What follows belongs to an exercise in optimizing a design on an open flow for small area; a production flow would make more cautious choices. Function was checked by simulation only, so behaviour that the tests miss may differ from the original. Power is estimated from default activity; no workload was simulated.

**flow/flow/run.sh**
```bash
#!/bin/bash
# Layout flow: the standard ORFS flow, with synthesis mapped for area.
# Synthesis runs the standard script (standard.sh synth, synth_recipe.tcl)
# with three ORFS settings changed:
#  - ABC_AREA=1 with an area-only ABC script (flow/abc_area.script:
#    deepsyn logic restructuring, then area-only cell mapping),
#  - ADDER_MAP_FILE empty: no full/half-adder cell extraction,
#  - SYNTH_OPERATIONS_ARGS set: no Kogge-Stone carry-lookahead mapping.
# Registers are mapped by dfflibmap before ABC, exactly as in the
# standard synthesis. After synthesis the standard flow runs, with the
# clock tree built without dummy loads (flow/cts_args) and buf_1 cells
# as the input and output port buffers.
set -euo pipefail
S="$PWD/scripts_area"
rm -rf "$S"
cp -r "$FLOW_HOME/scripts" "$S"
cp flow/abc_area.script "$S/abc_area.script"
bash standard.sh SCRIPTS_DIR="$S" ABC_AREA=1 ADDER_MAP_FILE= \
    SYNTH_OPERATIONS_ARGS=-nofsm synth > synth.log 2>&1
bash standard.sh "CTS_ARGS=$(cat flow/cts_args)" \
    "BUFFER_PORTS_ARGS=-buffer_cell sky130_fd_sc_hd__buf_1" > layout.log 2>&1
```
**flow/flow/abc_area.script**
```
strash
&get -n
&deepsyn -T 120
&put
dch -f
amap -m -F 4 -A 16
topo
stime -c
```
**flow/flow/cts_args**
```
-sink_clustering_enable -repair_clock_nets -sink_clustering_size 16 -sink_clustering_max_diameter 60 -buf_list sky130_fd_sc_hd__clkbuf_8 -dont_use_dummy_load
```
**flow/standard.sh**
```bash
#!/bin/bash
# synth_recipe.tcl (not shown) runs the flow's synth.tcl, then flattens the netlist and writes it again
# the make line also repeats each setting of config.mk as NAME=value (left out here)
make -C /OpenROAD-flow-scripts/flow DESIGN_CONFIG=/design/flow/config.mk WORK_HOME=/design/flow/orfs CLKGATE_MAP_FILE= SYNTH_SCRIPT=/design/flow/synth_recipe.tcl "${@:-finish}"
```
**flow/config.mk**
```make
export PLATFORM = sky130hd
export DESIGN_NAME = UNIT_FINAL
export DESIGN_NICKNAME = UNIT_FINAL
export VERILOG_FILES = /design/flow/design.v
export SDC_FILE = /design/flow/constraint.sdc
export NUM_CORES = 4
export LEC_CHECK = 0
export CAP_MARGIN = 0
export CORE_MARGIN = 2
export CORE_UTILIZATION = 65
export CTS_BUF_LIST = sky130_fd_sc_hd__clkbuf_8
export CTS_CLUSTER_DIAMETER = 60
export CTS_CLUSTER_SIZE = 16
export GPL_TIMING_DRIVEN = 0
export SLEW_MARGIN = 0
```
**flow/constraint.sdc**
```tcl
create_clock -name core_clock -period 6.0 [get_ports {clk}]
set_input_delay 1.2000 -clock core_clock [delete_from_list [all_inputs] [get_ports {clk}]]
set_output_delay 1.2000 -clock core_clock [all_outputs]
set_load 0.01 [all_outputs]
```
**flow/design.v**
```verilog
module UNIT_FINAL(clk, reset, tr1, tr2, tr3, tr4, ov, uv, TEM, db, col1, col2, col3, col4,
            ad_in, adclk, cs_n, K_1, K_2, K_3, K_4, K_5, rcvd, sent,
            LED1, LED2, LED3, LED4, LED5, LED6, LED7, LED8, LED9, LED10);
	input	clk;
	input	reset;
	input	tr1, tr2, tr3, tr4;
	input	ov, db, uv, TEM;
	input	col1, col2, col3, col4;
	input	rcvd;
	input	ad_in;
	output	adclk, cs_n;
	output	sent;
	output	K_1, K_2, K_3, K_4, K_5;
	output	LED1, LED2, LED3, LED4, LED5, LED6, LED7, LED8, LED9, LED10;
	reg		LED1, LED2, LED3, LED4, LED5, LED6, LED7, LED8, LED9, LED10;
	reg		K_1, K_2, K_3, K_4;
	assign	K_5 = 1'b0;
	function [8:0] lfsr9;
		input [8:0] s;
		lfsr9 = {s[7:0], ~(s[8] ^ s[4])};
	endfunction
	function [8:0] lfsr9_back;
		input [8:0] s;
		lfsr9_back = {~s[0] ^ s[5], s[8:1]};
	endfunction
	function [13:0] lfsr14;
		input [13:0] s;
		lfsr14 = {s[12:0], ~(s[13] ^ s[4] ^ s[2] ^ s[0])};
	endfunction
	function [14:0] lfsr15;
		input [14:0] s;
		lfsr15 = {s[13:0], ~(s[14] ^ s[13])};
	endfunction
	function [15:0] updn16;
		input [15:0] v;
		input up;
		integer i;
		reg c;
		begin
		c = 1'b1;
		for(i = 0; i < 16; i = i + 1)
			begin
			updn16[i] = v[i] ^ c;
			c = c & (v[i] == up);
			end
		end
	endfunction
	function [8:0] updn9;
		input [8:0] v;
		input up;
		integer i;
		reg c;
		begin
		c = 1'b1;
		for(i = 0; i < 9; i = i + 1)
			begin
			updn9[i] = v[i] ^ c;
			c = c & (v[i] == up);
			end
		end
	endfunction
	localparam	[8:0]L9_280 = 9'h196;
	localparam	[8:0]L9_400 = 9'h150;
	localparam	[13:0]L14_5000 = 14'h3C07;
	localparam	[13:0]L14_9500 = 14'h39F4;
	localparam	[13:0]L14_9999 = 14'h3FF3;
	localparam	[14:0]L15_20000 = 15'h45E6;
	reg		[7:0]fh;
	reg		[5:0]fl;
	reg		[4:0]fc;         
	reg		rx_rdy;          
	wire	fh_199 = fh[7] & fh[6] & fh[2] & fh[1] & fh[0];
	wire	fl_39 = fl[5] & fl[2] & fl[1] & fl[0];
	wire	fl_37 = fl[5] & fl[2] & ~fl[1] & fl[0];
	wire	fl_38 = fl[5] & fl[2] & fl[1] & ~fl[0];
	wire	fl_12 = ~fl[4] & fl[3] & fl[2] & ~fl[1] & ~fl[0];
	wire	fl_19 = ~fl[5] & fl[4] & ~fl[3] & ~fl[2] & fl[1] & fl[0];
	wire	fl_lt20 = ~(fl[5] | (fl[4] & (fl[3] | fl[2])));
	always@(posedge clk)
	begin
	if(reset)
		begin
		fh <= 8'd174;
		fl <= 6'd15;
		fc <= 5'd31;
		rx_rdy <= 1'b0;
		end
	else
		begin
		if(fl_39)
			begin
			fl <= 6'd0;
			if(fh_199)
				fh <= 8'd0;
			else
				fh <= fh + 1'b1;
			end
		else
			fl <= fl + 1'b1;
		if(fh_199 && fl_37)                       
			begin
			if(fc != 5'd30)
				fc <= fc + 1'b1;
			end
		if(fh == 8'd102 && fl_12)                 
			rx_rdy <= 1'b1;
		end
	end
	wire	t1000 = (fh == 8'd24) && fl_38;
	wire	t2000 = (fh == 8'd49) && fl_38;
	wire	t3000 = (fh == 8'd74) && fl_38;
	reg		[15:0]ad_sr;
	reg		[15:0]volt;
	assign	cs_n = ~((fh < 8'd17) || (fh == 8'd17 && fl_lt20));
	assign	adclk = ~((fh != 8'd0) && (fh < 8'd17) && fl_lt20);
	always@(posedge clk)
	begin
	if(reset)
		ad_sr <= 16'b0;
	else if(fh < 8'd16 && fl_19)
		ad_sr <= {ad_sr[14:0], ad_in};
	end
	always@(posedge clk)
	begin
	if(cs_n)
		volt <= ad_sr;
	end
	reg		rx_en;
	reg		[1:0]rcd;
	reg		[4:0]nb;
	reg		rx_err, over, rx_par;
	reg		[19:0]tsr;
	always@(posedge clk or negedge rx_en)
	begin
	if(!rx_en)
		rcd <= 2'b0;
	else
		rcd <= rcd + 1'b1;
	end
	always@(posedge clk or negedge rx_en)
	begin
	if(!rx_en)
		nb <= 5'b0;
	else if(rcd == 2'b11)
		nb <= nb + 1'b1;
	end
	wire	cap = (nb == 5'd22) && (rcd == 2'b11);
	wire	short_fr = (tsr[3:0] == 4'b1100 || tsr[3:0] == 4'b1000);
	wire	rx_shift = (rcd == 2'b01) &&
			((nb >= 5'd1 && nb <= 5'd4) || (nb == 5'd5 && !short_fr) ||
			 (nb >= 5'd6 && nb <= 5'd20));
	always@(posedge clk)
	begin
	if(reset)
		rx_en <= 1'b0;
	else if(rcvd && rx_rdy)
		rx_en <= 1'b1;
	else if(rx_err || over)
		rx_en <= 1'b0;
	else if(cap)
		rx_en <= 1'b0;
	end
	always@(posedge clk or negedge rx_en)
	begin
	if(!rx_en)
		begin
		rx_par <= 1'b1;
		rx_err <= 1'b0;
		over <= 1'b0;
		end
	else if(rcd == 2'b01)
		begin
		if(nb == 5'd0)
			begin
			if(!rcvd)
				rx_err <= 1'b1;
			end
		else if(nb == 5'd5 && short_fr)
			over <= 1'b1;
		else if(rx_shift || nb == 5'd21)
			rx_par <= rx_par ^ (~rcvd);
		else if(nb == 5'd22)
			begin
			if(rcvd || rx_par)
				rx_err <= 1'b1;
			end
		end
	else
		begin
		over <= 1'b0;
		rx_err <= 1'b0;
		end
	end
	always@(posedge clk)
	begin
	if(!rx_en)
		tsr <= 20'b0;
	else if(rx_shift)
		tsr <= {tsr[18:0], ~rcvd};
	end
	reg		start, stop, rst, check, pass;
	reg		syn;
	reg		Lockn;
	reg		[15:0]fre_data;
	reg		[15:0]nege;
	reg		pv;              
	reg		lock_delay;
	reg		[1:0]syn_error;
	reg		acc;             
	reg		[19:0]rsr1, rsr2;    
	reg		rv1, rv2;            
	reg		[1:0]cs;
	reg		[8:0]cnt;            
	reg		[15:0]comp_tri;
	wire	fault;
	wire	cnt_full = (cnt == L9_400);
	wire	lock_fr = over && tsr[3:0] == 4'b1100;
	wire	syn_fr = over && tsr[3:0] == 4'b1000;
	wire	tsr_zero = (tsr == 20'b0);
	wire	match = (rv1 ? (tsr == rsr1) : tsr_zero) || (rv2 ? (tsr == rsr2) : tsr_zero);
	wire	ref_over = acc && tsr[19:16] == 4'b1001;
	wire	cmd_over = acc && tsr[19:16] == 4'b1010;
	wire	[15:0]wd = tsr[15:0];
	wire	c1111 = (wd == 16'h1111);
	wire	c2222 = (wd == 16'h2222);
	wire	c4444 = (wd == 16'h4444);
	wire	c6666 = (wd == 16'h6666);
	wire	c8888 = (wd == 16'h8888);
	always@(posedge clk or posedge rst)
	begin
	if(rst)
		Lockn <= 1'b1;
	else if(reset)
		Lockn <= 1'b1;
	else if(lock_fr)
		begin
		if(!(!lock_delay && Lockn))
			Lockn <= 1'b0;
		end
	end
	always@(posedge clk)
	begin
	if(reset)
		lock_delay <= 1'b0;
	else if(!rst)
		begin
		if(lock_fr)
			lock_delay <= (!lock_delay && Lockn);
		else if(cnt_full)
			lock_delay <= 1'b0;
		end
	end
	always@(posedge clk)
	begin
	if(reset)
		begin
		syn_error <= 2'b0;
		syn <= 1'b0;
		end
	else if(syn_fr)
		begin
		if(!start || comp_tri <= 16'd10 || syn_error == 2'b11)
			begin
			syn_error <= 2'b0;
			syn <= 1'b1;
			end
		else
			syn_error <= syn_error + 1'b1;
		end
	else
		syn <= 1'b0;
	end
	always@(posedge clk)
	begin
	if(reset)
		begin
		cs <= 2'b0;
		fre_data <= 16'd40000;
		rv1 <= 1'b0;
		rv2 <= 1'b0;
		acc <= 1'b0;
		end
	else
		begin
		acc <= cap && match;
		if(cap)
			begin
			if(match)
				begin
				cs <= 2'b0;
				if(tsr[19:16] == 4'b1011 && !start)
					fre_data <= tsr[15:0];
				end
			else if(cs == 2'b00)
				begin
				cs <= 2'b01;
				rv1 <= 1'b1;
				end
			else if(cs == 2'b01)
				begin
				cs <= 2'b10;
				rv2 <= 1'b1;
				end
			else if(cs == 2'b10)
				begin
				cs <= 2'b00;
				rv1 <= 1'b1;
				end
			end
		else if(cnt_full)
			begin
			cs <= 2'b0;
			rv1 <= 1'b0;
			rv2 <= 1'b0;
			end
		end
	end
	always@(posedge clk)
	begin
	if(cap && !match)
		begin
		if(cs == 2'b00 || cs == 2'b10)
			rsr1 <= tsr;
		if(cs == 2'b01)
			rsr2 <= tsr;
		end
	end
	always@(posedge clk)
	begin
	if(reset || rx_en)
		cnt <= 9'd0;
	else if(!cnt_full)
		cnt <= lfsr9(cnt);
	end
	always@(posedge clk)
	begin
	if(reset || !start)
		begin
		nege <= 16'b0;
		pv <= 1'b0;
		end
	else if(ref_over)
		begin
		if(wd >= fre_data)
			begin
			nege <= 16'b0;
			pv <= 1'b0;
			end
		else
			begin
			nege <= wd;
			pv <= 1'b1;
			end
		end
	end
	wire	[15:0]pose = pv ? (fre_data - nege) : 16'd0;
	always@(posedge clk)
	begin
	if(reset)
		start <= 1'b0;
	else if(cmd_over)
		begin
		if(c1111 && !fault && Lockn)
			start <= 1'b1;
		else if(c2222 || c6666)
			start <= 1'b0;
		end
	else if(fault || !Lockn)
		start <= 1'b0;
	end
	always@(posedge clk)
	begin
	if(reset)
		stop <= 1'b0;
	else if(cmd_over)
		begin
		if(c2222)
			stop <= 1'b1;
		else if(c1111 || c4444 || c6666)
			stop <= 1'b0;
		end
	else if(fault || !Lockn)
		stop <= 1'b1;
	end
	always@(posedge clk)
	begin
	if(reset)
		rst <= 1'b0;
	else if(cmd_over)
		begin
		if(c4444 && !start)
			rst <= 1'b1;
		end
	else
		rst <= 1'b0;
	end
	always@(posedge clk)
	begin
	if(reset)
		check <= 1'b0;
	else if(cmd_over)
		begin
		if(c8888 && !start && Lockn)
			check <= 1'b1;
		else if(c1111 || c2222 || c4444 || c6666)
			check <= 1'b0;
		end
	else if(!Lockn)
		check <= 1'b0;
	end
	always@(posedge clk)
	begin
	if(reset)
		pass <= 1'b0;
	else if(cmd_over)
		begin
		if(c6666 && Lockn)
			pass <= 1'b1;
		else if(c1111 || c2222 || c4444)
			pass <= 1'b0;
		end
	else if(!Lockn)
		pass <= 1'b0;
	end
	reg		[13:0]ck_s;
	reg		[1:0]ck_p;
	reg		ck_w;
	reg		[14:0]bypass;        
	reg		PA1, PA2;
	reg		[8:0]d_data1, d_data2;
	wire	d1_full = (d_data1 == L9_280);
	wire	d2_full = (d_data2 == L9_280);
	wire	d1_zero = (d_data1 == 9'b0);
	wire	d2_zero = (d_data2 == 9'b0);
	reg		DIR;
	reg		fault1, fault2, fault3, fault4;
	wire	ct_top = (comp_tri == fre_data);
	wire	ct_zero = (comp_tri == 16'b0);
	wire	ct_up = DIR ? ~ct_top : ct_zero;
	wire	[15:0]ct = {1'b0, comp_tri[15:1]};
	wire	[16:0]pa1_s = {1'b0, pose} + {1'b0, ~ct} + {16'b0, DIR};
	wire	[16:0]pa2_s = {1'b0, nege} + {1'b0, ~ct} + {16'b0, DIR};
	always@(posedge clk)
	begin
	if(reset)
		begin
		comp_tri <= 16'b0;
		DIR <= 1'b0;
		end
	else if(syn)
		begin
		comp_tri <= 16'b0;
		DIR <= 1'b1;
		end
	else
		begin
		if(DIR ? ct_top : ct_zero)
			DIR <= ~DIR;
		comp_tri <= updn16(comp_tri, ct_up);
		end
	end
	always@(posedge clk)
	begin
	if(reset)
		PA1 <= 1'b0;
	else if(pose < fre_data[15:1])
		begin
		if(DIR ^ pa1_s[16])
			PA1 <= DIR;
		end
	else
		PA1 <= 1'b0;
	end
	always@(posedge clk)
	begin
	if(reset)
		PA2 <= 1'b0;
	else if(nege < fre_data[15:1])
		begin
		if(DIR ^ pa2_s[16])
			PA2 <= DIR;
		end
	else
		PA2 <= 1'b0;
	end
	always@(posedge clk)
	begin
	if(reset || !fault)
		bypass <= 15'b0;
	else if(bypass != L15_20000)
		bypass <= lfsr15(bypass);
	end
	always@(posedge clk)
	begin
	if(reset)
		d_data1 <= 9'b0;
	else if(!(PA1 ? d1_full : d1_zero))
		d_data1 <= PA1 ? lfsr9(d_data1) : lfsr9_back(d_data1);
	end
	always@(posedge clk)
	begin
	if(reset)
		d_data2 <= 9'b0;
	else if(!(PA2 ? d2_full : d2_zero))
		d_data2 <= PA2 ? lfsr9(d_data2) : lfsr9_back(d_data2);
	end
	wire	pwm_on = start && pv && (nege != 16'b0);
	wire	byp_on = (bypass != 15'b0 && bypass != L15_20000) || pass;
	always@(posedge clk)
	begin
	if(reset)
		begin
		K_1 <= 1'b0;
		K_2 <= 1'b0;
		end
	else if(pwm_on)
		begin
		K_1 <= d1_full;
		K_2 <= d1_zero;
		end
	else if(check)
		begin
		K_1 <= (ck_p == 2'd0 && ck_w && col2);
		K_2 <= (ck_p == 2'd1 && ck_w && col1);
		end
	else if(byp_on)
		begin
		if(!fault1 && !fault3 && col2 && col4)
			K_1 <= 1'b1;
		else
			begin
			K_1 <= 1'b0;
			K_2 <= (!fault2 && !fault4 && col1 && col3);
			end
		end
	else
		begin
		K_1 <= 1'b0;
		K_2 <= 1'b0;
		end
	end
	always@(posedge clk)
	begin
	if(reset)
		begin
		K_3 <= 1'b0;
		K_4 <= 1'b0;
		end
	else if(pwm_on)
		begin
		K_3 <= d2_full;
		K_4 <= d2_zero;
		end
	else if(check)
		begin
		K_3 <= (ck_p == 2'd2 && ck_w && col4);
		K_4 <= (ck_p == 2'd3 && ck_w && col3);
		end
	else if(byp_on)
		begin
		if(!fault1 && !fault3 && col2 && col4)
			K_3 <= 1'b1;
		else
			begin
			K_3 <= 1'b0;
			K_4 <= (!fault2 && !fault4 && col1 && col3);
			end
		end
	else
		begin
		K_3 <= 1'b0;
		K_4 <= 1'b0;
		end
	end
	always@(posedge clk)
	begin
	if(reset || !check)
		begin
		ck_s <= 14'd0;
		ck_p <= 2'd0;
		ck_w <= 1'b1;
		end
	else if(ck_p == 2'd3 && !ck_w)
		;
	else if(ck_s == L14_9999)
		begin
		ck_s <= 14'd0;
		ck_p <= ck_p + 1'b1;
		ck_w <= 1'b1;
		end
	else
		begin
		ck_s <= lfsr14(ck_s);
		if(ck_s == L14_9500)
			ck_w <= 1'b0;
		end
	end
	reg		[8:0]call_count1;
	reg		[2:0]call_count2;
	reg		connect;
	reg		call_fault;
	reg		ready;
	wire	switch_fault1, switch_fault2, switch_fault3, switch_fault4;
	wire	ov_fault, uv_fault, TEM_fault, db_fault;
	always@(posedge clk or posedge rst)
	begin
	if(rst)
		ready <= 1'b0;
	else if(reset)
		ready <= 1'b0;
	else if(syn || start || check)
		ready <= 1'b1;
	end
	always@(posedge clk)
	begin
	if(reset || !ready || !rcvd)
		call_count1 <= 9'b0;
	else if(call_count1 != L9_400)
		call_count1 <= lfsr9(call_count1);
	end
	always@(posedge clk)
	begin
	if(reset)
		begin
		connect <= 1'b0;
		call_count2 <= 3'b0;
		end
	else if(ready)
		begin
		if(syn)
			connect <= 1'b1;
		else if(ct_top)
			begin
			connect <= 1'b0;
			if(connect)
				call_count2 <= 3'b0;
			else if(!call_count2[2])
				call_count2 <= call_count2 + 1'b1;
			end
		end
	else
		call_count2 <= 3'b0;
	end
	always@(posedge clk)
	begin
	if(reset || !ready)
		call_fault <= 1'b0;
	else if(call_count1 == L9_400 || call_count2[2])
		call_fault <= 1'b1;
	end
	wire	ck_at5000 = (ck_s == L14_5000);
	always@(posedge clk or posedge rst)
	begin
	if(rst)
		begin
		fault1 <= 1'b0;
		fault2 <= 1'b0;
		fault3 <= 1'b0;
		fault4 <= 1'b0;
		end
	else if(reset)
		begin
		fault1 <= 1'b0;
		fault2 <= 1'b0;
		fault3 <= 1'b0;
		fault4 <= 1'b0;
		end
	else if(ck_at5000 && ck_p == 2'd0)
		begin
		if(col1 && col2)
			fault1 <= 1'b1;
		if(!col2)
			fault2 <= 1'b1;
		if(!col3)
			fault3 <= 1'b1;
		if(!col4)
			fault4 <= 1'b1;
		end
	else if(ck_at5000 && ck_p == 2'd1)
		begin
		if(!col1)
			fault1 <= 1'b1;
		if(col2 && col1)
			fault2 <= 1'b1;
		if(!col3)
			fault3 <= 1'b1;
		if(!col4)
			fault4 <= 1'b1;
		end
	else if(ck_at5000 && ck_p == 2'd2)
		begin
		if(!col1)
			fault1 <= 1'b1;
		if(!col2)
			fault2 <= 1'b1;
		if(col3 && col4)
			fault3 <= 1'b1;
		if(!col4)
			fault4 <= 1'b1;
		end
	else if(ck_at5000 && ck_p == 2'd3)
		begin
		if(!col1)
			fault1 <= 1'b1;
		if(!col2)
			fault2 <= 1'b1;
		if(!col3)
			fault3 <= 1'b1;
		if(col4 && col3)
			fault4 <= 1'b1;
		end
	else
		begin
		if(switch_fault1)
			fault1 <= 1'b1;
		if(switch_fault2)
			fault2 <= 1'b1;
		if(switch_fault3)
			fault3 <= 1'b1;
		if(switch_fault4)
			fault4 <= 1'b1;
		end
	end
	wire	fclr = rst || reset;
	uf_error t1(clk, fclr, ~tr1, switch_fault1);
	uf_error t2(clk, fclr, ~tr2, switch_fault2);
	uf_error t3(clk, fclr, ~tr3, switch_fault3);
	uf_error t4(clk, fclr, ~tr4, switch_fault4);
	uf_error ov_f(clk, fclr, ov, ov_fault);
	uf_error TEM_f(clk, fclr, TEM, TEM_fault);
	uf_alarm uv_f(clk, fclr, uv, uv_fault);
	uf_alarm db_f(clk, fclr, db, db_fault);
	assign	fault = (call_fault || ov_fault || TEM_fault || fault1 || fault2 || fault3 || fault4);
	wire	[15:0]state = {2'b0, pass, check, ov_fault, uv_fault, TEM_fault, db_fault,
					fault1, fault2, fault3, fault4, start, (~Lockn), 1'b0, call_fault};
	reg		fault_en, fre_en, volt_en, state_en;
	reg		fault_delay1, fault_delay2, fre_en_delay, volt_en_delay, state_en_delay;
	reg		tx_en;
	always@(posedge clk)
	begin
	if(reset)
		begin
		fault_delay1 <= 1'b0;
		fault_delay2 <= 1'b0;
		fault_en <= 1'b0;
		end
	else
		begin
		fault_delay1 <= fault;
		fault_delay2 <= fault_delay1;
		fault_en <= fault_delay1 && !fault_delay2;
		end
	end
	always@(posedge clk)
	begin
	if(reset)
		begin
		volt_en <= 1'b0;
		volt_en_delay <= 1'b0;
		end
	else if(t1000)
		begin
		if(!tx_en)
			begin
			volt_en <= 1'b1;
			volt_en_delay <= 1'b0;
			end
		else
			volt_en_delay <= 1'b1;
		end
	else if(volt_en_delay && !tx_en)
		begin
		volt_en <= 1'b1;
		volt_en_delay <= 1'b0;
		end
	else
		volt_en <= 1'b0;
	end
	always@(posedge clk)
	begin
	if(reset)
		begin
		state_en <= 1'b0;
		state_en_delay <= 1'b0;
		end
	else if(t2000)
		begin
		if(!tx_en)
			begin
			state_en <= 1'b1;
			state_en_delay <= 1'b0;
			end
		else
			state_en_delay <= 1'b1;
		end
	else if(state_en_delay && !tx_en)
		begin
		state_en <= 1'b1;
		state_en_delay <= 1'b0;
		end
	else
		state_en <= 1'b0;
	end
	always@(posedge clk)
	begin
	if(reset)
		begin
		fre_en <= 1'b0;
		fre_en_delay <= 1'b0;
		end
	else if(t3000)
		begin
		if(!tx_en)
			begin
			fre_en <= 1'b1;
			fre_en_delay <= 1'b0;
			end
		else
			fre_en_delay <= 1'b1;
		end
	else if(fre_en_delay && !tx_en)
		begin
		fre_en <= 1'b1;
		fre_en_delay <= 1'b0;
		end
	else
		fre_en <= 1'b0;
	end
	reg		sent;
	reg		[3:0]tx_slot;
	reg		[4:0]tx_pos;
	reg		[2:0]tcd;
	reg		ta, tb;          
	reg		[15:0]trd;       
	reg		tf;              
	reg		tf_cur;          
	reg		tx_par;
	wire	[20:0]tx_word = tf_cur ? 21'b00101_111_00101_111_00101 :
			{2'b00, ta, ~(ta | tb), tb, trd};
	wire	[21:0]tx_rev;
	genvar	gi;
	generate
	for(gi = 0; gi < 21; gi = gi + 1)
		begin : g_rev
		assign tx_rev[gi + 1] = tx_word[20 - gi];
		end
	endgenerate
	assign	tx_rev[0] = 1'b0;
	wire	txb = tx_rev[tx_pos];            
	wire	tx_in = ~tx_slot[3] & ~(tx_slot[2] & tx_slot[1]);        
	wire	tx_p0 = (tx_pos == 5'd0);
	wire	en = (tcd == 3'd4) && tx_in && tx_p0;
	wire	tx_bit = tx_in && !tx_p0 && !(tx_pos[4] & (tx_pos[3] | (tx_pos[2] & tx_pos[1])));
	wire	tx_pb = tx_in && tx_pos[4] && tx_pos[2] && tx_pos[1] && !tx_pos[0];
	wire	tx_s3 = ~tx_slot[2] & tx_slot[1] & tx_slot[0];
	wire	tx_s6 = tx_slot[2] & tx_slot[1] & ~tx_slot[0];
	always@(posedge clk)
	begin
	if(reset || !tx_en)
		tcd <= 3'b0;
	else
		tcd <= tcd + 1'b1;
	end
	always@(posedge clk)
	begin
	if(reset)
		tx_en <= 1'b0;
	else if(fault_en || fre_en || state_en || volt_en)
		tx_en <= 1'b1;
	else if(tx_en && tx_p0 && (tf ? tx_s6 : tx_s3))
		tx_en <= 1'b0;
	end
	always@(posedge clk)
	begin
	if(reset)
		begin
		tf <= 1'b0;
		ta <= 1'b0;
		tb <= 1'b0;
		trd <= 16'b0;
		end
	else if(fault_en)
		tf <= 1'b1;
	else if(fre_en)
		begin
		tf <= 1'b0;
		ta <= 1'b0;
		tb <= 1'b0;
		trd <= fre_data;
		end
	else if(state_en)
		begin
		tf <= 1'b0;
		ta <= 1'b1;
		tb <= 1'b0;
		trd <= state;
		end
	else if(volt_en)
		begin
		tf <= 1'b0;
		ta <= 1'b0;
		tb <= 1'b1;
		trd <= volt;
		end
	end
	always@(posedge clk)
	begin
	if(reset)
		tf_cur <= 1'b0;
	else if(tx_en && en)
		tf_cur <= tf;
	end
	always@(posedge clk or negedge tx_en)
	begin
	if(!tx_en)
		begin
		tx_slot <= 4'd0;
		tx_pos <= 5'd0;
		end
	else if(tcd == 3'b111)
		begin
		if(tx_slot[3] && tx_slot[1] && tx_pos == 5'd5)
			begin
			tx_slot <= 4'd0;
			tx_pos <= 5'd0;
			end
		else if(tx_pos[4] && tx_pos[3])
			begin
			tx_slot <= tx_slot + 1'b1;
			tx_pos <= 5'd0;
			end
		else
			tx_pos <= tx_pos + 1'b1;
		end
	end
	always@(posedge clk or negedge tx_en)
	begin
	if(!tx_en)
		begin
		tx_par <= 1'b1;
		sent <= 1'b1;
		end
	else if(en)
		tx_par <= 1'b1;
	else if(tcd == 3'b011)
		begin
		if(tx_bit)
			begin
			sent <= txb;
			tx_par <= tx_par ^ txb;
			end
		else if(tx_pb)
			sent <= tx_par;
		else
			sent <= 1'b1;
		end
	end
	wire	led_st = (fc == 5'd30);
	wire	led_on = (fc >= 5'd6 && fc <= 5'd10) || (fc >= 5'd21 && fc <= 5'd29);
	always@(posedge clk)
	begin
	if(reset)
		begin
		{LED1, LED2, LED3, LED4, LED5, LED6, LED7, LED8, LED9, LED10} <= 10'b0;
		end
	else if(led_st)
		begin
		LED1 <= ~fault1;
		LED2 <= ~fault2;
		LED3 <= ~fault3;
		LED4 <= ~fault4;
		LED5 <= ~ov_fault;
		LED6 <= ~uv_fault;
		LED7 <= ~TEM_fault;
		LED8 <= ~call_fault;
		LED9 <= ~start;
		LED10 <= ~stop;
		end
	else
		{LED1, LED2, LED3, LED4, LED5, LED6, LED7, LED8, LED9, LED10} <= {10{led_on}};
	end
endmodule
module uf_error(clk, clr, in, out);
	input	clk;
	input	clr;
	input	in;
	output	out;
	reg		[3:0]e;
	always@(posedge clk)
	begin
	if(clr || !in)
		e <= 4'b0;
	else if(!out)
		e <= e + 1'b1;
	end
	assign	out = e[3] & e[0];       
endmodule
module uf_alarm(clk, clr, in, out);
	input	clk;
	input	clr;
	input	in;
	output	out;
	reg		out;
	reg		[3:0]count;
	always@(posedge clk)
	begin
	if(clr)
		begin
		count <= 4'b0;
		out <= 1'b0;
		end
	else if(in)
		begin
		if(!count[3])                    
			count <= count + 1'b1;
		else
			out <= 1'b1;
		end
	else
		begin
		if(count != 4'b0)
			count <= count - 1'b1;
		else
			out <= 1'b0;
		end
	end
endmodule
```
==> out/summary.log, run 1 <==
INFO  floorplanning  die_h=156um
INFO  sta            fin_skew=0.0361ns
INFO  yosys          synth-edff-count=56
INFO  finish         num_antenna_cells=0
INFO  global_routing grt-ovfl-total=0
INFO  critical_path  slowest_delay=0.61ns
INFO  critical_path  worst-setup-path-type=flop to flop
INFO  global_routing first_global_vias=12231
INFO  sta            max_slew_margin_vs_limit=0.135
INFO  sta            max_clock_freq=194MHz
INFO  sta            drv_slew=0
INFO  sta            final-setup-viol-count=0
INFO  route          vias_per_cell=6.37
INFO  power_and_ir_drop ir_worst_vdd=275uV
INFO  placement      gp_congestion=0.958
INFO  global_routing grt_max_degree=50
INFO  clock_network  clock_tree.buffer_depth=3
INFO  critical_path  path_max_fanout=7
INFO  placement      dp_slack=1.05ns
INFO  route          detailroute.via_count=13395
INFO  global_routing grt_util_all_layers=0.315
INFO  clock_network  clock-sinks=360
INFO  route          drt.antenna.violating_nets=0
INFO  status         run_status=no timing/DRC/antenna violations
INFO  placement      io_buffer_count=32
INFO  clock_network  cts_buffers=29
INFO  yosys          synth_top_area_share=0.367
INFO  yosys          synth.ff_latch_count=360
INFO  floorplanning  floorplan_die_area=0.0245mm^2
INFO  clock_network  postCtsResizedCells=0
INFO  critical_path  reg2reg_setup_slack=0.84ns
INFO  yosys          netlist_instances=1754
INFO  global_routing grt_first_pass_wirelength=62300um
INFO  critical_path  most_numerous_cell_on_the_critical_path=nor2_1
INFO  clock_network  cts_setup_buffers=0
INFO  floorplanning  die_width=156um
INFO  sta            worst_slack=0.843ns
INFO  clock_network  ctsRootBufferMaster=clkbuf_8
INFO  clock_network  clk_pin_slew_worst_paths=0.10ns
INFO  finish         layout.filler_cells=1845
INFO  placement      place_hpwl=28000um
INFO  clock_network  clock_tree.htree_level_count=1
INFO  clock_network  hold_buffers=0
INFO  sta            setup_tns=0ns
INFO  finish         drive_above_1_share=0.0220
INFO  global_routing initial_antenna_violation_count=0
INFO  floorplanning  floorplan.io_pins=34
INFO  yosys          synth_top_cells_by_area=dfxtp_1 (37%), edfxtp_1 (11%), clkinv_1 (6.8%), nor2_1 (5.9%), o21ai_0 (5.6%)
INFO  critical_path  worstSetupEndpointType=flop
INFO  floorplanning  initial_utilization=0.665
INFO  clock_network  clock_latency_late_sink=0.60ns
INFO  yosys          synth_cell_types=52
INFO  finish         areaGrowthSynthToFinish=6.19%
INFO  sta            final_worst_path_period_need=5.16ns
INFO  yosys          cell_accounting_for_the_most_synthesized_area=dfxtp_1
INFO  floorplanning  core-area=0.0227mm^2
INFO  critical_path  critical_path.reg2reg.startpoint=fre_data[12]$_SDFFE_PP1P_
INFO  critical_path  critical_path.endpoint=comp_tri[15]$_SDFF_PP0_
INFO  yosys          avgSynthCellArea=8.61um^2
INFO  yosys          synth.cell_area=0.0151mm^2
INFO  yosys          synth-async-reset-ratio=0.0750
INFO  sta            whs=0.207ns
INFO  sta            hold_violations=0
INFO  critical_path  worst_setup_path_startpoint=fre_data[12]$_SDFFE_PP1P_
INFO  sta            worstMarginPinSlew=1.29ns
INFO  critical_path  critical_path.slowest_cell=a21oi_1
INFO  clock_network  tritoncts_clock_tree=done
INFO  critical_path  timing.critical_path.from_type=flop
INFO  route          wire_per_inst=18.3um
INFO  power_and_ir_drop p_leak=5.45nW
INFO  sta            grt_setup_unrepaired=false
INFO  floorplanning  rows=55
INFO  hold_path      hold_class=flop to asynchronous set/reset pin
INFO  critical_path  critical_path.cell_chain=clkinv_1 -> o22ai_1 -> o221ai_1 -> nor3_1 -> nand4_1 -> a21oi_1 -> clkinv_1 -> nor2_1 -> nand2_1 -> nor2_1 -> nand2_1 -> nor2_1 -> o22ai_1 -> or3_1 -> o22ai_1 -> clkinv_1 -> nor2_1 -> clkinv_1 -> nor2_1 -> o221ai_1 -> o21ai_0 -> a21oi_1
INFO  sta            timing.final.crit_share=0.859
INFO  job            timing.max_cap.violations=0
INFO  route          post-route-drc-count=0
INFO  critical_path  worstPathRequired=6.49ns
INFO  yosys          synth_fp_nets=1770
INFO  critical_path  critPathArrivalTime=5.64ns
INFO  yosys          ys_warn_count=3
INFO  yosys          yosysSeqAreaShare=0.524
INFO  route          detail_route.iter0.violations=1480
INFO  critical_path  worst_r2r_endpoint=comp_tri[15]$_SDFF_PP0_
INFO  power_and_ir_drop power_density=277mW/mm^2
INFO  route          drt_pre_antenna_iters=7
INFO  critical_path  depth_of_the_most_critical_reg_to_reg_path=22
INFO  yosys          synth_flop_cell=dfxtp_1
INFO  route          totalWireLength=38400um
INFO  finish         finalNetCount=1836
[report_power, final]
group,switching (mW),leakage (nW),internal [mW],total (mW)
Sequential,0.128,3.24,2.55,2.67
Clock,0.732,0.209,0.430,1.16
Combinational,0.399,2.00,0.199,0.597
Total,1.26,5.45,3.18,4.43
[kinds of logic (layout without fill, tap and decap cells)]
family                 count (synthesis)  in the layout  share of synthesized area
other                                  1              1                   0.000248
buffers and inverters                276            340                     0.0689
AO/OA/AOI/OAI                        603            603                      0.254
flip-flops                           360            360                      0.524
AND/OR/NAND/NOR                      514            514                      0.153
[metrics by stage]
step / instances / total power, mW / util / area (um^2)
after detailed placement: 2074 / 3.30 / 0.688 / 15600
after CTS: 2103 / 4.43 / 0.706 / 16000
after floorplan: 1754 / 3.11 / - / 15100
after global placement: 2071 / 3.29 / 0.686 / 15600
after global routing: 2103 / 4.62 / 0.706 / 16000
final: 2103 / 4.43 / 0.706 / 16000
[how the worst min path moves through the flow]
stage / endpoint / slack [ns] / startpoint / cells past startpoint
floorplan: fault1$_DFFE_PP0P_ / 0.1 / rst$_SDFFE_PP0P_ / 1
global placement: over$_DFFE_PN0P_ / 0.21 / rx_en$_SDFFE_PP0P_ / 0
detailed placement: over$_DFFE_PN0P_ / 0.22 / rx_en$_SDFFE_PP0P_ / 0
CTS: over$_DFFE_PN0P_ / 0.23 / rx_en$_SDFFE_PP0P_ / 0
global route: rx_err$_DFFE_PN0P_ / 0.28 / rx_en$_SDFFE_PP0P_ / 0
finish: rx_err$_DFFE_PN0P_ / 0.21 / rx_en$_SDFFE_PP0P_ / 0
[flip-flops by register name (all words and copies together) (netlist names), 14 cells and up]
name / flops
ad_sr: 16
bypass: 15
ck_s: 14
comp_tri: 16
fre_data: 16
nege: 16
rsr1: 20
rsr2: 20
trd: 16
tsr: 20
volt: 16
[placed cells by master, fill, tap and decap left out, drive strengths merged, types with 26 or more instances in the layout]
cell type / Yosys / final
o21ai: 170 / 170
o22ai: 136 / 136
nand3: 26 / 26
edfxtp: 56 / 56
nand2: 91 / 91
buf: 1 / 36
nor3: 54 / 54
nor2: 238 / 238
clkinv: 275 / 275
nand4: 32 / 32
o221ai: 26 / 26
a21oi: 99 / 99
clkbuf: 0 / 29
dfxtp: 277 / 277
[cells in the mapped netlist (5+ instances only)]
cell / n
o22ai_1: 136
nand2_1: 91
or2_0: 8
nor4_1: 24
nor3_1: 54
a222oi_1: 16
a221oi_1: 14
or3_1: 14
dfrtp_1: 23
a2111oi_0: 7
o21bai_1: 16
nor2_1: 238
o22a_1: 6
clkinv_1: 275
or4_1: 5
edfxtp_1: 56
nor2b_1: 6
o221ai_1: 26
and3_1: 9
nand4_1: 32
a31oi_1: 12
a22oi_1: 16
a211oi_1: 21
o21ai_0: 170
o21a_1: 14
dfxtp_1: 277
o211ai_1: 10
nand3_1: 26
o32ai_1: 6
a21oi_1: 99
[per-layer routing]
layer | vias to the layer above | global-route usage | share of wire
met5 | - | 0 | 0
met4 | 0 | 0.0992 | 0.030
met3 | 77 | 0.0537 | 0.091
met2 | 538 | 0.478 | 0.43
met1 | 6204 | 0.460 | 0.45
li1 | 6576 | - | -
[final cells by class]
cell class / count / area [um^2] / share of cell area
clock buffers: 29 / 399 / 0.0249
repair buffers: 35 / 171 / 0.0107
flip-flops and latches: 360 / 7910 / 0.493
plain buffers: 1 / 7.51 / 0.000468
well taps: 285 / 357 / 0.0222
multi-input cells: 1118 / 6150 / 0.384
inverters: 275 / 1030 / 0.0644
[worst max-delay path, delay by kind of cell, from the launching register on]
kind / cells / cell delay (ns)
simple gates: 10 / 1.97
buf+inv: 4 / 0.82
flops: 1 / 0.46
compound gates: 8 / 1.82
==> run 2, diff against run 1 <==
--- a/flow/design.v
+++ b/flow/design.v
@@ -122,7 +122,9 @@
 	end
 	always@(posedge clk)
 	begin
-	if(cs_n)
+	if(reset)
+		volt <= 16'b0;
+	else if(cs_n)
 		volt <= ad_sr;
 	end
 	reg		rx_en;
@@ -317,7 +319,12 @@
 	end
 	always@(posedge clk)
 	begin
-	if(cap && !match)
+	if(reset)
+		begin
+		rsr1 <= 20'b0;
+		rsr2 <= 20'b0;
+		end
+	else if(cap && !match)
 		begin
 		if(cs == 2'b00 || cs == 2'b10)
 			rsr1 <= tsr;
==> flow/flow/cts_args (replaced) <==
-sink_clustering_enable -repair_clock_nets -sink_clustering_size 19 -sink_clustering_max_diameter 60 -buf_list sky130_fd_sc_hd__clkbuf_8 -dont_use_dummy_load
==> run 2 against run 1 <==
- maximum frequency increased by 2.0%
- via count increased by 5.3%
- utilization decreased by 0.40 points
- sequential power decreased by 1%
- highest routed layer unchanged
- critical endpoint is now PA1$_SDFFE_PP0P_
- first-iteration DRC count increased by 9.5%
- critical path type unchanged
- critical path depth increased by 9
- still clean on timing, DRC and antenna
- wire length increased by 4.7%
- area after synthesis decreased by 0.99%
- largest cell class unchanged
- sequential cell count unchanged
- clock-buffer cell count unchanged
==> out/summary.log, run 2 <==
INFO  floorplanning  die_width=156um [-0.48%]
INFO  critical_path  worst-setup-path-type=flop to flop
INFO  critical_path  cp_top_family=compound AO/OA/AOI/OAI gates
INFO  finish         layout_common_cells=dfxtp_1 (333), clkinv_1 (318), o22ai_1 (213)
INFO  yosys          yosysMostFrequentCell=dfxtp_1
INFO  critical_path  slowest_delay=0.43ns [-0.18 ns]
INFO  route          drt_pre_antenna_iters=6 [-1]
INFO  critical_path  path_max_fanout=7 [unchanged]
INFO  power_and_ir_drop totalPowerFinal=4.41mW [-0.60%]
INFO  clock_network  clock_tree.htree_level_count=1 [unchanged]
INFO  yosys          synth_top_area_share=0.446 [+0.0787]
INFO  yosys          synth_cell_types=51 [-1.9%]
INFO  route          post-route-drc-count=0 [unchanged]
INFO  yosys          combinational_family_with_the_most_area_after_synthesis=compound AO/OA/AOI/OAI gates
INFO  finish         finalNetCount=1899 [+3.4%]
INFO  sta            timing.final.crit_share=0.843 [-0.0166]
INFO  finish         area.sequential=0.00735mm^2 [-7.1%]
INFO  yosys          synth_compound_gate_area_share=0.275 [+0.0204]
INFO  yosys          fraction_of_synthesized_cell_area_in_xor_and_xnor_cells=0 [unchanged]
INFO  finish         top_flop_regs=rsr1 (20), rsr2 (20), tsr (20)
INFO  sta            max_clock_freq=198MHz [+2.0%]
INFO  route          detailroute.via_count=14105 [+5.3%]
INFO  route          vias_per_cell=6.51 [+2.2%]
INFO  sta            final-setup-viol-count=0 [unchanged]
INFO  power_and_ir_drop p_leak=5.30nW [-2.8%]
INFO  finish         final_common_cell=dfxtp_1
INFO  finish         postLayoutCellArea=0.0158mm^2 [-1.2%]
INFO  critical_path  worstPathRequired=6.52ns [+0.03 ns]
INFO  floorplanning  die_h=156um [-0.48%]
INFO  global_routing grt_max_degree=57 [+14%]
INFO  clock_network  clock_latency_late_sink=0.62ns [+0.02 ns]
INFO  critical_path  critPathArrivalTime=5.58ns [-0.06 ns]
INFO  critical_path  worst_setup_path_startpoint=fre_data[1]$_SDFFE_PP0P_
INFO  clock_network  clk_pin_slew_worst_paths=0.12ns [+0.02 ns]
INFO  yosys          synth_fp_nets=1834 [+3.6%]
INFO  yosys          ys_warn_count=3 [unchanged]
INFO  finish         drive_above_1_share=0.0207 [-0.00127]
INFO  sta            worst_slack=0.943ns [+0.0998 ns]
INFO  sta            worstMarginPinSlew=1.06ns [-0.233 ns]
INFO  power_and_ir_drop power_density=278mW/mm^2 [+0.57%]
INFO  critical_path  worstSetupEndpointType=flop
INFO  sta            drv_slew=0 [unchanged]
INFO  yosys          netlist_instances=1818 [+3.6%]
INFO  yosys          synth.area.mux_share=0 [unchanged]
INFO  route          wire_per_inst=18.6um [+1.7%]
INFO  sta            hold_violations=0 [unchanged]
INFO  yosys          synth-async-reset-ratio=0.0750 [unchanged]
INFO  floorplanning  floorplan_die_area=0.0242mm^2 [-0.96%]
INFO  clock_network  clock-sinks=360 [unchanged]
INFO  yosys          synth-edff-count=0 [-100%]
INFO  global_routing grt_first_pass_wirelength=65300um [+4.7%]
INFO  clock_network  tritoncts_clock_tree=done
INFO  placement      gp_congestion=0.973 [+1.6%]
INFO  route          totalWireLength=40200um [+4.7%]
INFO  critical_path  critical_path.slowest_cell=dfxtp_1
INFO  power_and_ir_drop ir_worst_vdd=212uV [-23%]
INFO  yosys          synth_top_cells_by_area=dfxtp_1 (45%), o22ai_1 (8.9%), clkinv_1 (8.0%), o21ai_0 (5.5%), nor2_1 (5.1%)
INFO  yosys          yosysSeqAreaShare=0.492 [-0.0323]
INFO  clock_network  hold_buffers=0 [unchanged]
INFO  yosys          cell_accounting_for_the_most_synthesized_area=dfxtp_1
INFO  yosys          synth.ff_latch_count=360 [unchanged]
INFO  clock_network  ctsRootBufferMaster=clkbuf_8
INFO  global_routing first_global_vias=13004 [+6.3%]
INFO  critical_path  most_numerous_cell_on_the_critical_path=o21ai_0
INFO  clock_network  postCtsResizedCells=0 [unchanged]
INFO  job            timing.max_cap.violations=0 [unchanged]
INFO  clock_network  cts_buffers=29 [unchanged]
INFO  route          detail_route.iter0.violations=1620 [+9.5%]
INFO  finish         num_antenna_cells=0 [unchanged]
INFO  sta            max_slew_margin_vs_limit=0.295 [+0.160]
INFO  yosys          synth_simple_gate_area_frac=0.153 [+0.000182]
INFO  sta            fin_skew=0.0502ns [+0.0141 ns]
INFO  sta            final_worst_path_period_need=5.06ns [-0.0998 ns]
INFO  yosys          post_synth_most_frequent_cells=dfxtp_1 (333), clkinv_1 (319), o22ai_1 (213)
INFO  status         run_status=no timing/DRC/antenna violations
INFO  floorplanning  initial_utilization=0.662 [-0.00254]
INFO  placement      placement.cell_area=0.0154mm^2 [-1.2%]
INFO  finish         multiInputGateArea=0.00640mm^2 [+4.0%]
INFO  floorplanning  rows=55 [unchanged]
INFO  placement      dp_slack=1.16ns [+0.112 ns]
INFO  route          drt.antenna.violating_nets=0 [unchanged]
INFO  global_routing initial_antenna_violation_count=1 [+1]
INFO  placement      io_buffer_count=32 [unchanged]
INFO  yosys          synth.cell_area=0.0149mm^2 [-0.99%]
INFO  clock_network  cts_setup_buffers=0 [unchanged]
INFO  yosys          synth_flop_cell=dfxtp_1
INFO  critical_path  timing.critical_path.from_type=flop
INFO  finish         layout.filler_cells=1934 [+4.8%]
INFO  yosys          synth-adder-area-share=0 [unchanged]
INFO  finish         areaGrowthSynthToFinish=6.00%
INFO  floorplanning  floorplan.io_pins=34 [unchanged]
INFO  critical_path  critical_path.reg2reg.startpoint=fre_data[1]$_SDFFE_PP0P_
INFO  placement      place_hpwl=29200um [+4.2%]
INFO  global_routing grt-ovfl-total=0 [unchanged]
INFO  sta            grt_setup_unrepaired=false
INFO  global_routing grt_util_all_layers=0.329 [+0.0140]
INFO  critical_path  path_buf_inv=2 [-2]
INFO  clock_network  clock_tree.buffer_depth=3 [unchanged]
INFO  floorplanning  core-area=0.0226mm^2 [-0.61%]
INFO  hold_path      hold_class=flop to asynchronous set/reset pin
INFO  yosys          avgSynthCellArea=8.22um^2 [-4.5%]
-- run 2: kinds of logic after synthesis --
group,Yosys count
AOI/OAI and AO/OA,636
buffers and inverters,320
other,1
and+or+nand+nor,501
DFF,360
-- run 2: layout make-up --
type | count | area share
buffer | 1 | 0.000474
multi-input combinational | 1138 | 0.404
sequential | 360 | 0.464
timing repair buffer | 34 | 0.00845
inverter | 319 | 0.0757
tap | 285 | 0.0225
clock buffer | 29 | 0.0252
-- run 2: worst paths after layout --
kind / to / slack (ns) / depth (start not counted)
hold / removal: nb[4]$_DFFE_PN0N_ / 0.17 / 0
setup / recovery: PA1$_SDFFE_PP0P_ / 0.94 / 31
min in group core_clock: fault_en$_SDFF_PP0_ / 0.39 / 1
hold reg to reg: nb[4]$_DFFE_PN0N_ / 0.17 / 0
setup reg to reg: PA1$_SDFFE_PP0P_ / 0.94 / 31
max in group asynchronous: tx_slot[1]$_DFFE_PN0P_ / 5.36 / 0
-- run 2: metal layers --
layer  global-route usage  share of wire
met1                0.451           0.43
met2                0.521           0.45
met3               0.0708          0.096
met4                0.105          0.030
met5                    0              0
-- run 2: stage by stage --
stage | utilization | hold slack [ns] | instances | setup TNS (ns)
6_report | 0.702 | 0.170 | 2166 | 0
5_1_grt | 0.702 | 0.234 | 2166 | 0
4_1_cts | 0.702 | 0.194 | 2166 | 0
3_5_place_dp | 0.684 | 0.213 | 2137 | 0
3_3_place_gp | 0.683 | 0.206 | 2135 | -37.14
2_1_floorplan | - | 0.120 | 1818 | 0
-- run 2: report_power, final --
group	leakage, nW	switching, mW	internal (mW)
clock network	0.209	0.741	0.430
registers	3.04	0.141	2.49
logic	2.05	0.402	0.206
total	5.30	1.28	3.12
==> run 3, diff against run 2 <==
--- a/flow/design.v
+++ b/flow/design.v
@@ -19,10 +19,6 @@
 		input [8:0] s;
 		lfsr9 = {s[7:0], ~(s[8] ^ s[4])};
 	endfunction
-	function [8:0] lfsr9_back;
-		input [8:0] s;
-		lfsr9_back = {~s[0] ^ s[5], s[8:1]};
-	endfunction
 	function [13:0] lfsr14;
 		input [13:0] s;
 		lfsr14 = {s[12:0], ~(s[13] ^ s[4] ^ s[2] ^ s[0])};
@@ -59,7 +55,6 @@
 			end
 		end
 	endfunction
-	localparam	[8:0]L9_280 = 9'h196;
 	localparam	[8:0]L9_400 = 9'h150;
 	localparam	[13:0]L14_5000 = 14'h3C07;
 	localparam	[13:0]L14_9500 = 14'h39F4;
@@ -115,16 +110,12 @@
 	assign	adclk = ~((fh != 8'd0) && (fh < 8'd17) && fl_lt20);
 	always@(posedge clk)
 	begin
-	if(reset)
-		ad_sr <= 16'b0;
-	else if(fh < 8'd16 && fl_19)
+	if(fh < 8'd16 && fl_19)
 		ad_sr <= {ad_sr[14:0], ad_in};
 	end
 	always@(posedge clk)
 	begin
-	if(reset)
-		volt <= 16'b0;
-	else if(cs_n)
+	if(cs_n)
 		volt <= ad_sr;
 	end
 	reg		rx_en;
@@ -319,12 +310,7 @@
 	end
 	always@(posedge clk)
 	begin
-	if(reset)
-		begin
-		rsr1 <= 20'b0;
-		rsr2 <= 20'b0;
-		end
-	else if(cap && !match)
+	if(cap && !match)
 		begin
 		if(cs == 2'b00 || cs == 2'b10)
 			rsr1 <= tsr;
@@ -434,9 +420,9 @@
 	reg		ck_w;
 	reg		[14:0]bypass;        
 	reg		PA1, PA2;
-	reg		[8:0]d_data1, d_data2;
-	wire	d1_full = (d_data1 == L9_280);
-	wire	d2_full = (d_data2 == L9_280);
+	reg		[8:0]d_data1, d_data2;      
+	wire	d1_full = d_data1[8] & d_data1[4] & d_data1[3];
+	wire	d2_full = d_data2[8] & d_data2[4] & d_data2[3];
 	wire	d1_zero = (d_data1 == 9'b0);
 	wire	d2_zero = (d_data2 == 9'b0);
 	reg		DIR;
@@ -502,14 +488,14 @@
 	if(reset)
 		d_data1 <= 9'b0;
 	else if(!(PA1 ? d1_full : d1_zero))
-		d_data1 <= PA1 ? lfsr9(d_data1) : lfsr9_back(d_data1);
+		d_data1 <= updn9(d_data1, PA1);
 	end
 	always@(posedge clk)
 	begin
 	if(reset)
 		d_data2 <= 9'b0;
 	else if(!(PA2 ? d2_full : d2_zero))
-		d_data2 <= PA2 ? lfsr9(d_data2) : lfsr9_back(d_data2);
+		d_data2 <= updn9(d_data2, PA2);
 	end
 	wire	pwm_on = start && pv && (nege != 16'b0);
 	wire	byp_on = (bypass != 15'b0 && bypass != L15_20000) || pass;
@@ -879,14 +865,7 @@
 	end
 	always@(posedge clk)
 	begin
-	if(reset)
-		begin
-		tf <= 1'b0;
-		ta <= 1'b0;
-		tb <= 1'b0;
-		trd <= 16'b0;
-		end
-	else if(fault_en)
+	if(fault_en)
 		tf <= 1'b1;
 	else if(fre_en)
 		begin
@@ -912,9 +891,7 @@
 	end
 	always@(posedge clk)
 	begin
-	if(reset)
-		tf_cur <= 1'b0;
-	else if(tx_en && en)
+	if(tx_en && en)
 		tf_cur <= tf;
 	end
 	always@(posedge clk or negedge tx_en)
--- a/flow/flow/run.sh
+++ b/flow/flow/run.sh
@@ -2,8 +2,7 @@
 # Layout flow: the standard ORFS flow, with synthesis mapped for area.
 # Synthesis runs the standard script (standard.sh synth, synth_recipe.tcl)
 # with three ORFS settings changed:
-#  - ABC_AREA=1 with an area-only ABC script (flow/abc_area.script:
-#    deepsyn logic restructuring, then area-only cell mapping),
+#  - ABC_AREA=1 with an area-only ABC script (flow/abc_area.script),
 #  - ADDER_MAP_FILE empty: no full/half-adder cell extraction,
 #  - SYNTH_OPERATIONS_ARGS set: no Kogge-Stone carry-lookahead mapping.
 # Registers are mapped by dfflibmap before ABC, exactly as in the
==> flow/flow/abc_area.script (replaced) <==
strash
dc2
dc2
dch -f
amap -m -F 2 -A 8
topo
stime -c
==> flow/flow/cts_args (replaced) <==
-sink_clustering_enable -repair_clock_nets -sink_clustering_size 30 -sink_clustering_max_diameter 100 -buf_list sky130_fd_sc_hd__clkbuf_16 -dont_use_dummy_load
--- a/flow/config.mk
+++ b/flow/config.mk
@@ -5,11 +5,11 @@
 export SDC_FILE = /design/flow/constraint.sdc
 export NUM_CORES = 4
 export LEC_CHECK = 0
-export CAP_MARGIN = 0
+export CAP_MARGIN = 20
 export CORE_MARGIN = 2
 export CORE_UTILIZATION = 65
 export CTS_BUF_LIST = sky130_fd_sc_hd__clkbuf_8
 export CTS_CLUSTER_DIAMETER = 60
 export CTS_CLUSTER_SIZE = 16
 export GPL_TIMING_DRIVEN = 0
-export SLEW_MARGIN = 0
+export SLEW_MARGIN = 20
==> run 3 against run 2 <==
- register-to-register slack got worse by 0.18 ns
- non-clock buffer count rose by 13
- sequential power rose by 4%
- global-route usage fell by 1.5 points
- clock power hardly changed
- final cell count down 0.32%
- sequential share of layout area increased by 2.5 points
- utilization rose by 1.4 points
- first-iteration DRC count is 0.12% lower
- clock-buffer cell count is 13 lower
- area after synthesis up 5.4%
- clock skew decreased by 0.012 ns
- critical path type unchanged
- largest cell class unchanged
- largest power group unchanged
- highest routed layer unchanged
==> out/summary.log, run 3 <==
INFO  floorplanning  initial_utilization=0.667 [+0.00515]
INFO  clock_network  clock_latency_late_sink=0.51ns [-0.11 ns]
INFO  clock_network  clock_tree.htree_level_count=1 [unchanged]
INFO  finish         fin_cells=2159 [-0.32%]
INFO  critical_path  worst-setup-path-type=flop to flop
INFO  placement      gp_congestion=0.934 [-4.0%]
INFO  yosys          synth_flop_cell=dfxtp_1
INFO  floorplanning  die_h=160um [+2.6%]
INFO  critical_path  cp_top_family=compound AO/OA/AOI/OAI gates
INFO  yosys          yosysMostFrequentCell=nor2_1
INFO  yosys          netlist_instances=1776 [-2.3%]
INFO  sta            whs=0.129ns [-0.0409 ns]
INFO  critical_path  critPathArrivalTime=5.61ns [+0.03 ns]
INFO  floorplanning  rows=56 [+1.8%]
INFO  yosys          synth.cell_area=0.0158mm^2 [+5.4%]
INFO  yosys          synth_top_cells_by_area=dfxtp_1 (31%), edfxtp_1 (17%), nor2_1 (7.0%), clkinv_1 (5.9%), o21ai_0 (4.4%)
INFO  sta            timing.final.crit_share=0.872 [+0.0294]
INFO  yosys          synth_fp_nets=1792 [-2.3%]
INFO  route          post-route-drc-count=0 [unchanged]
INFO  finish         final_common_cell=nor2_1
INFO  yosys          synth_cell_types=55 [+7.8%]
INFO  yosys          ys_warn_count=3 [unchanged]
INFO  floorplanning  die_width=160um [+2.6%]
INFO  placement      place_hpwl=29500um [+1.1%]
INFO  yosys          synth.ff_latch_count=360 [unchanged]
INFO  global_routing grt_max_degree=38 [-33%]
INFO  critical_path  timing.critical_path.from_type=flop
INFO  sta            final_worst_path_period_need=5.23ns [+0.177 ns]
INFO  critical_path  most_numerous_cell_on_the_critical_path=a21oi_1
INFO  finish         top_flop_regs=rsr1 (20), rsr2 (20), tsr (20)
INFO  hold_path      hold_class=flop to asynchronous set/reset pin
INFO  power_and_ir_drop p_leak=5.64nW [+6.5%]
INFO  global_routing grt-ovfl-total=0 [unchanged]
INFO  yosys          cell_accounting_for_the_most_synthesized_area=dfxtp_1
INFO  floorplanning  core-area=0.0236mm^2 [+4.6%]
INFO  critical_path  worstPathRequired=6.37ns [-0.15 ns]
INFO  sta            max_slew_margin_vs_limit=0.370 [+0.0748]
INFO  yosys          post_synth_most_frequent_cells=nor2_1 (293), clkinv_1 (248), dfxtp_1 (242)
INFO  critical_path  critical_path.slowest_cell=dfxtp_1
INFO  sta            worstMarginPinSlew=0.937ns [-0.120 ns]
INFO  route          wire_per_inst=18.8um [+1.4%]
INFO  critical_path  depth_of_the_most_critical_reg_to_reg_path=34 [+9.7%]
INFO  sta            final-setup-viol-count=0 [unchanged]
INFO  yosys          synth.area.mux_share=0 [unchanged]
INFO  clock_network  clock-sinks=360 [unchanged]
INFO  critical_path  critical_path.reg2reg.startpoint=nege[0]$_SDFFE_PP0P_
INFO  clock_network  ctsRootBufferMaster=clkbuf_16
INFO  status         run_status=no timing/DRC/antenna violations
INFO  critical_path  reg2reg_setup_slack=0.77ns [-0.18 ns]
INFO  critical_path  path_buf_inv=2 [unchanged]
INFO  sta            grt_setup_unrepaired=false
INFO  clock_network  clock_tree.buffer_depth=3 [unchanged]
INFO  critical_path  worstSetupEndpointType=flop
INFO  yosys          combinational_family_with_the_most_area_after_synthesis=compound AO/OA/AOI/OAI gates
INFO  critical_path  path_max_fanout=5 [-2]
INFO  global_routing first_global_vias=12929 [-0.58%]
INFO  route          detail_route.iter0.violations=1618 [-0.12%]
INFO  global_routing grt_util_all_layers=0.314 [-0.0149]
INFO  power_and_ir_drop ir_worst_vdd=252uV [+19%]
INFO  route          totalWireLength=40700um [+1.1%]
INFO  route          drt.antenna.violating_nets=0 [unchanged]
INFO  yosys          synth-adder-area-share=0 [unchanged]
INFO  route          detailroute.via_count=14003 [-0.72%]
INFO  placement      dp_slack=0.311ns [-0.846 ns]
INFO  clock_network  tritoncts_clock_tree=done
INFO  sta            max_clock_freq=191MHz [-3.4%]
INFO  placement      numPlacedInstances=2140 [+0.14%]
INFO  global_routing grt_first_pass_wirelength=65800um [+0.75%]
INFO  global_routing initial_antenna_violation_count=0 [-1]
INFO  yosys          yosysSeqAreaShare=0.524 [+0.0325]
INFO  sta            hold_violations=0 [unchanged]
INFO  yosys          synth_top_area_share=0.307 [-0.139]
INFO  critical_path  worst_r2r_endpoint=PA1$_SDFFE_PP0P_
INFO  job            timing.max_cap.violations=0 [unchanged]
INFO  yosys          synth-async-reset-ratio=0.0750 [unchanged]
INFO  route          drt_pre_antenna_iters=6 [unchanged]
INFO  finish         post-route-util=0.716 [+0.0137]
INFO  floorplanning  floorplan_die_area=0.0255mm^2 [+5.3%]
INFO  placement      io_buffer_count=32 [unchanged]
INFO  sta            fin_skew=0.0384ns [-0.0117 ns]
INFO  yosys          fraction_of_synthesized_cell_area_in_xor_and_xnor_cells=0.000556 [+0.000556]
INFO  yosys          synth-edff-count=91 [+91]
INFO  floorplanning  floorplan.io_pins=34 [unchanged]
INFO  yosys          avgSynthCellArea=8.87um^2 [+7.9%]
INFO  sta            worst_slack=0.767ns [-0.177 ns]
INFO  power_and_ir_drop power_density=290mW/mm^2 [+4.2%]
INFO  yosys          synth_compound_gate_area_share=0.249 [-0.0258]
INFO  finish         drive_above_1_share=0.0277 [+0.00700]
INFO  route          vias_per_cell=6.49 [-0.40%]
INFO  finish         layout_common_cells=nor2_1 (290), clkinv_1 (247), dfxtp_1 (242)
INFO  clock_network  cts_buffers=16 [-45%]
INFO  sta            drv_slew=0 [unchanged]
INFO  clock_network  clk_pin_slew_worst_paths=0.11ns [about the same]
INFO  finish         finalNetCount=1857 [-2.2%]
INFO  yosys          synth_simple_gate_area_frac=0.167 [+0.0138]
INFO  critical_path  slowest_delay=0.41ns [-0.02 ns]
INFO  finish         areaGrowthSynthToFinish=7.23%
## run 3: cell count changes in the layout (fill, tap and decap cells not counted), moves of 15 or more
cell	before	now
o22ai_1	213	62
dfxtp_1	333	242
edfxtp_1	0	91
nor2_1	204	290
clkinv_1	318	247
a221oi_1	12	59
a22oi_1	20	57
clkbuf_8	29	0
o21ai_0	162	136
nand3_1	44	19
a21oi_1	66	85
nor3_1	51	68
clkbuf_16	0	16
a211oi_1	13	28
## run 3: worst max path at each step
stage                        startpoint                       to  slack, ns  cells past startpoint
3_3_place_gp                      reset       start$_SDFFE_PP0P_      -1.53                      4
5_1_grt            nege[0]$_SDFFE_PP0P_         PA1$_SDFFE_PP0P_       0.09                     34
4_1_cts        fre_data[4]$_SDFFE_PP0P_  comp_tri[15]$_SDFF_PP0_       0.21                     23
6_report           nege[0]$_SDFFE_PP0P_         PA1$_SDFFE_PP0P_       0.77                     34
2_1_floorplan  fre_data[4]$_SDFFE_PP0P_  comp_tri[15]$_SDFF_PP0_       1.67                     23
3_5_place_dp   fre_data[4]$_SDFFE_PP0P_  comp_tri[15]$_SDFF_PP0_       0.31                     23
## run 3: per-stage QoR
step / area, um^2 / total power [mW] / TNS, ns
after floorplan: 15800 / 3.45 / 0
after global placement: 16300 / 3.65 / -82.65
after detailed placement: 16500 / 3.68 / 0
after CTS: 16900 / 4.84 / 0
after global routing: 16900 / 5.14 / 0
final: 16900 / 4.90 / 0
## run 3: final cells by class
type | instances | area, um^2
fillers | 1844 | 6720
plain buffers | 1 | 7.51
well taps | 319 | 399
inverters | 248 | 932
multi-input cells | 1167 | 6630
diodes | 1 | 2.50
repair buffers | 47 | 268
flip-flops and latches | 360 | 8260
clock buffers | 16 | 400
## run 3: routing by layer
layer | routed length, um | track usage
met1 | 18000 | 0.449
met2 | 18600 | 0.501
met3 | 3130 | 0.0416
met4 | 981 | 0.0963
met5 | 0 | 0
## run 3: logic make-up after synthesis
family,count (synthesis)
flip-flops,360
AO/OA/AOI/OAI,582
other,1
XOR/XNOR,1
buffers and inverters,249
AND/OR/NAND/NOR,583
## run 3: worst reg2reg max path, delay by kind of cell, from the launching register on
kind            cells  cell delay, ns
flops               1            0.41
simple gates        9            0.89
buf+inv             2            0.30
compound gates     23            3.53
## run 3: where the power goes
part | switching, mW | leakage (nW) | total (mW) | internal, mW
combinational | 0.599 | 2.20 | 0.955 | 0.356
clock | 0.716 | 0.197 | 1.20 | 0.484
sequential | 0.147 | 3.25 | 2.74 | 2.60
## run 3: what timing repair did
| item | 4_1_cts | 5_1_grt |
|---|---|---|
| gates resized for setup | 0 | 1 |
| setup buffers | 0 | 2 |
| setup endpoints to repair | 0 | 1 |
| hold buffers | 0 | 0 |

what the ideal ports hide:
The results above use ideal ports. As a check the final layouts listed here were re-extracted and re-timed, cells and wires unchanged. Step 1 assumes that a clkbuf_16 drives the clock port and a buf_2 every other input. Step 2, shift: input delay + t, output delay - t, t = (earliest + latest rising clock arrival at the registers) / 2. This alone moves slack from input paths to output paths. Three values: ideal ports, drivers, drivers and shift; two values: the first two.
run	shift t [ns]	setup slack, ns	hold slack, ns	cell pins on the clock port's net
run 1	0.629	0.843 / 0.843 / 0.843	0.207 / 0.207 / 0.207	1
run 2	0.639	0.943 / 0.943 / 0.943	0.170 / 0.170 / 0.170	1
run 3	0.543	0.767 / 0.767 / 0.767	0.129 / 0.129 / 0.129	1
After both steps setup and hold are still met in every run listed.
